Context: an optimization exercise on an open-source flow, tuned for small area. The choices shown serve that exercise and are no tape-out recipe.
Only simulation tests tie the RTL to the original design; equivalence was not proved.

==> 05-25 <==
Design procesador_singlecycle, start of the top module:
module procesador_singlecycle (CLK,RESET_N,idata,ddata_r,iaddr,daddr,ddata_w,d_rw);
input CLK, RESET_N;
input  [31:0] idata;
input  [31:0] ddata_r;
output [31:0] iaddr, daddr;
output [31:0] ddata_w;
output d_rw;
wire RegWrite, MemtoReg, UseRs2, Branch, SType, sub, eq;
wire [31:0] ImmIS, rs1v, rs2v, alu;
wire [31:1] ImmB;
control control (.Instruction(idata[6:0]), .RegWrite(RegWrite), .MemWrite(d_rw),
                 .MemtoReg(MemtoReg), .UseRs2(UseRs2), .Branch(Branch), .SType(SType));
ALUcontrol ALUCONTROL (.Instruction(idata), .sub(sub));
generador_inmediato gen_Imm (.instruction(idata), .SType(SType), .ImmIS(ImmIS), .ImmB(ImmB));
Register Register (.CLK(CLK), .RESET_N(RESET_N), .RegWrite(RegWrite),
                   .RegRead_1(idata[19:15]), .RegRead_2(idata[24:20]), .w_reg(idata[11:7]),
                   .w_data(MemtoReg ? ddata_r : alu), .r_data1(rs1v), .r_data2(rs2v));
ALU ALU (.A(rs1v), .B(UseRs2 ? rs2v : ImmIS), .sub(sub), .f3(idata[14:12]),
         .ALU_result(alu), .eq(eq));
reg  [31:1] PC;
wire taken = Branch & (eq ^ idata[12]);      
wire [31:0] px = {PC, 1'b0};
wire [31:0] py = {taken ? ImmB : 31'd2, 1'b0};
wire [31:0] pc_c;
pc_carry pc_add (.g(px & py), .p(px ^ py), .cin(1'b0), .c(pc_c));
wire [31:0] npc = px ^ py ^ pc_c;
always @(posedge CLK or negedge RESET_N)
  if (!RESET_N) PC <= 31'b0;
  else PC <= npc[31:1];
assign iaddr   = {PC, 1'b0};
  ...
==> module Register, before the edit <==
module Register (CLK, RESET_N, RegWrite, RegRead_1, RegRead_2, w_reg, w_data, r_data1, r_data2);
input  CLK, RESET_N, RegWrite;
input  [4:0] RegRead_1, RegRead_2, w_reg;
input  [31:0] w_data;
output [31:0] r_data1, r_data2;
reg  [31:1] valid;
wire [31:0] rf [1:31];
wire [31:1] we;
wire [31:0] t1 [0:31];
wire [31:0] t2 [0:31];
assign t1[0] = 32'b0;
assign t2[0] = 32'b0;
genvar i;
generate
  for (i = 1; i < 32; i = i + 1) begin : r
    reg [31:0] q;
    assign we[i] = RegWrite & (w_reg == i);
    always @(posedge CLK or negedge RESET_N)
      if (!RESET_N) valid[i] <= 1'b0;
      else if (we[i]) valid[i] <= 1'b1;
    always @(posedge CLK)
      q <= (w_data & {32{we[i]}}) | (q & {32{~we[i]}});
    wire s1 = (RegRead_1 == i) & valid[i];
    wire s2 = (RegRead_2 == i) & valid[i];
    assign t1[i] = t1[i-1] | (q & {32{s1}});
    assign t2[i] = t2[i-1] | (q & {32{s2}});
  end
endgenerate
assign r_data1 = t1[31];
assign r_data2 = t2[31];
endmodule
clock: 13.0 ns
lec_check: 0
cap_margin: 20
core_margin: 2
core_utilization: 40
slew_margin: 20
standard.sh (not shown) runs the stock make flow with config.mk's settings and CLKGATE_MAP_FILE= SYNTH_SCRIPT=/design/flow/synth_recipe.tcl, a recipe that flattens the netlist after the stock synthesis.
==> flow/flow/run.sh <==
#!/bin/bash
# Own layout flow: the standard flow (standard.sh, unchanged synthesis, floorplan,
# power grid, placement, routing), with two changes:
#  - port buffers are sky130_fd_sc_hd__buf_1 instead of the default delay buffer;
#  - the clock tree uses small clock buffers and no dummy loads.
set -euo pipefail
bash standard.sh \
  "BUFFER_PORTS_ARGS=-buffer_cell sky130_fd_sc_hd__buf_1" \
  "CTS_ARGS=-sink_clustering_enable -repair_clock_nets -dont_use_dummy_load -buf_list {sky130_fd_sc_hd__clkbuf_4 sky130_fd_sc_hd__clkbuf_8}" \
  finish > make_finish.log 2>&1
==> inputs of 07-28, as changes to 05-25 <==
- CORE_UTILIZATION: 40 -> 60
- PLACE_DENSITY: unset -> 0.7
==> inputs of 07-23, as changes to 05-25 <==
--- a/flow/design.v
+++ b/flow/design.v
@@ -245,10 +245,10 @@
 output [31:0] r_data1, r_data2;
 reg  [31:1] valid;
-wire [31:0] rf [1:31];
 wire [31:1] we;
 wire [31:0] t1 [0:31];
 wire [31:0] t2 [0:31];
-assign t1[0] = 32'b0;
-assign t2[0] = 32'b0;
+wire [31:1] a1, a2;    
+assign t1[0] = {32{|a1}};
+assign t2[0] = {32{|a2}};
 genvar i;
 generate
@@ -263,6 +263,8 @@
     wire s1 = (RegRead_1 == i) & valid[i];
     wire s2 = (RegRead_2 == i) & valid[i];
-    assign t1[i] = t1[i-1] | (q & {32{s1}});
-    assign t2[i] = t2[i-1] | (q & {32{s2}});
+    assign t1[i] = t1[i-1] & (q | {32{~s1}});
+    assign t2[i] = t2[i-1] & (q | {32{~s2}});
+    assign a1[i] = s1;
+    assign a2[i] = s2;
   end
 endgenerate
==> flow/flow/run.sh (replaced) <==
#!/bin/bash
# Own layout flow: the standard flow (standard.sh, unchanged synthesis, floorplan,
# power grid, placement, routing), with these changes:
#  - port buffers are sky130_fd_sc_hd__buf_1 instead of the default delay buffer;
#  - after global routing, gates off the critical paths are downsized (RECOVER_POWER).
set -euo pipefail
bash standard.sh \
  "RECOVER_POWER=100" \
  "BUFFER_PORTS_ARGS=-buffer_cell sky130_fd_sc_hd__buf_1" \
  "CTS_ARGS=-sink_clustering_enable -repair_clock_nets -dont_use_dummy_load -sink_clustering_size 24 -sink_clustering_max_diameter 70 -root_buf sky130_fd_sc_hd__clkbuf_8 -buf_list {sky130_fd_sc_hd__clkbuf_8 sky130_fd_sc_hd__clkbuf_16}" \
  finish > make_finish.log 2>&1
==> results.cfg <==
[finish]
post-route-util = 0.445
antenna_cells_inserted = 5
nMultiInputCombCells = 2264

[placement]
placed_area_mm2 = 0.0498

[run_status]
result_of_the_run = failed layout checks
check-failures = capacitance limit, slew limit

[global_routing]
grt_util_met1 = 0.488
globalRouteMet2Util = 0.518

[timing]
final_max_slew_viol_count = 1155
fin_crit_ns = 12.72

[die]
std_cell_rows = 124

[run]
maxCapViolCount = 36

[min_path]
hold_path_endpoint = PC[1]

[clocking]
cts-buffers-inserted = 61

[power_and_ir_drop]
power_density_mw_per_mm2 = 151
-- figures above: 07-23

==> results.cfg <==
[synth]
synth-warning-count = 2
yosys.area.top_type_share = 0.632
seq_area_frac_synth = 0.665

[setup_path]
critical_path_required_ns = 10.40
r2r_start = Register.valid[16]
regToRegSetupSlack_ns = 4.03

[finish]
antenna_cells_inserted = 8
nMultiInputCombCells = 1938
post-route-util = 0.449

[clocking]
cts-buffers-inserted = 165

[placement]
placed_area_mm2 = 0.0500

[timing]
fin_crit_ns = 12.47
final_max_slew_viol_count = 0
relSlewSlack = 0.162

[global_routing]
globalRouteMet2Util = 0.532
grt_util_met1 = 0.434

[power_and_ir_drop]
power_density_mw_per_mm2 = 148

[die]
std_cell_rows = 125

[min_path]
hold_path_endpoint = Register.valid[12]

[run_status]
result_of_the_run = no timing/DRC/antenna violations

[run]
maxCapViolCount = 0
-- figures above: 05-25

==> results.cfg <==
[run_status]
result_of_the_run = no timing/DRC/antenna violations

[power_and_ir_drop]
power_density_mw_per_mm2 = 151
post-layout-total-power_mw = 7.78

[timing]
final_max_slew_viol_count = 0
fin_crit_ns = 12.46
relSlewSlack = 0.0958

[finish]
nMultiInputCombCells = 1938
antenna_cells_inserted = 23
layout.clock.cell_area_share = 0.0437
post-route-util = 0.666

[placement]
placed_area_mm2 = 0.0493

[die]
std_cell_rows = 102

[global_routing]
grt_util_met1 = 0.638
globalRouteMet2Util = 0.723

[clocking]
cts-buffers-inserted = 164

[min_path]
hold_path_endpoint = Register.valid[27]
timing.hold.worst.start = Register.valid[27]

[run]
maxCapViolCount = 0
-- figures above: 07-28

afterwards: timing with drivers on the ports:
Ports are ideal in the flow. The routed layouts listed here were re-timed in OpenROAD. Step 1, drivers: a clkbuf_16 drives CLK and a buf_2 each remaining input, both assumed. Step 2 moves the port delays by t, midway between the first and last clock arrival at a register: inputs arrive t later, outputs are due t later. That takes back most of the time a late clock gives input paths. Slacks: no drivers / after step 1 / after step 2; pairs: no drivers / after step 1.
run	t (ns)	setup slack, ns	worst setup path at the end	worst register clock-pin slew, ns	cell pins on the clock port's net
05-25	0.903	0.527 / 0.470 / 0.470	input to output	0.07 / 0.07	1
07-28	0.904	0.539 / 0.511 / 0.511	input to output	0.07 / 0.07	1
07-23	0.931	0.275 / 0.208 / 0.158	input to register	0.11 / 0.11	1
For 07-23, which loses most, drivers alone change the setup slack by -0.067 ns; drivers and shift together by -0.117 ns.
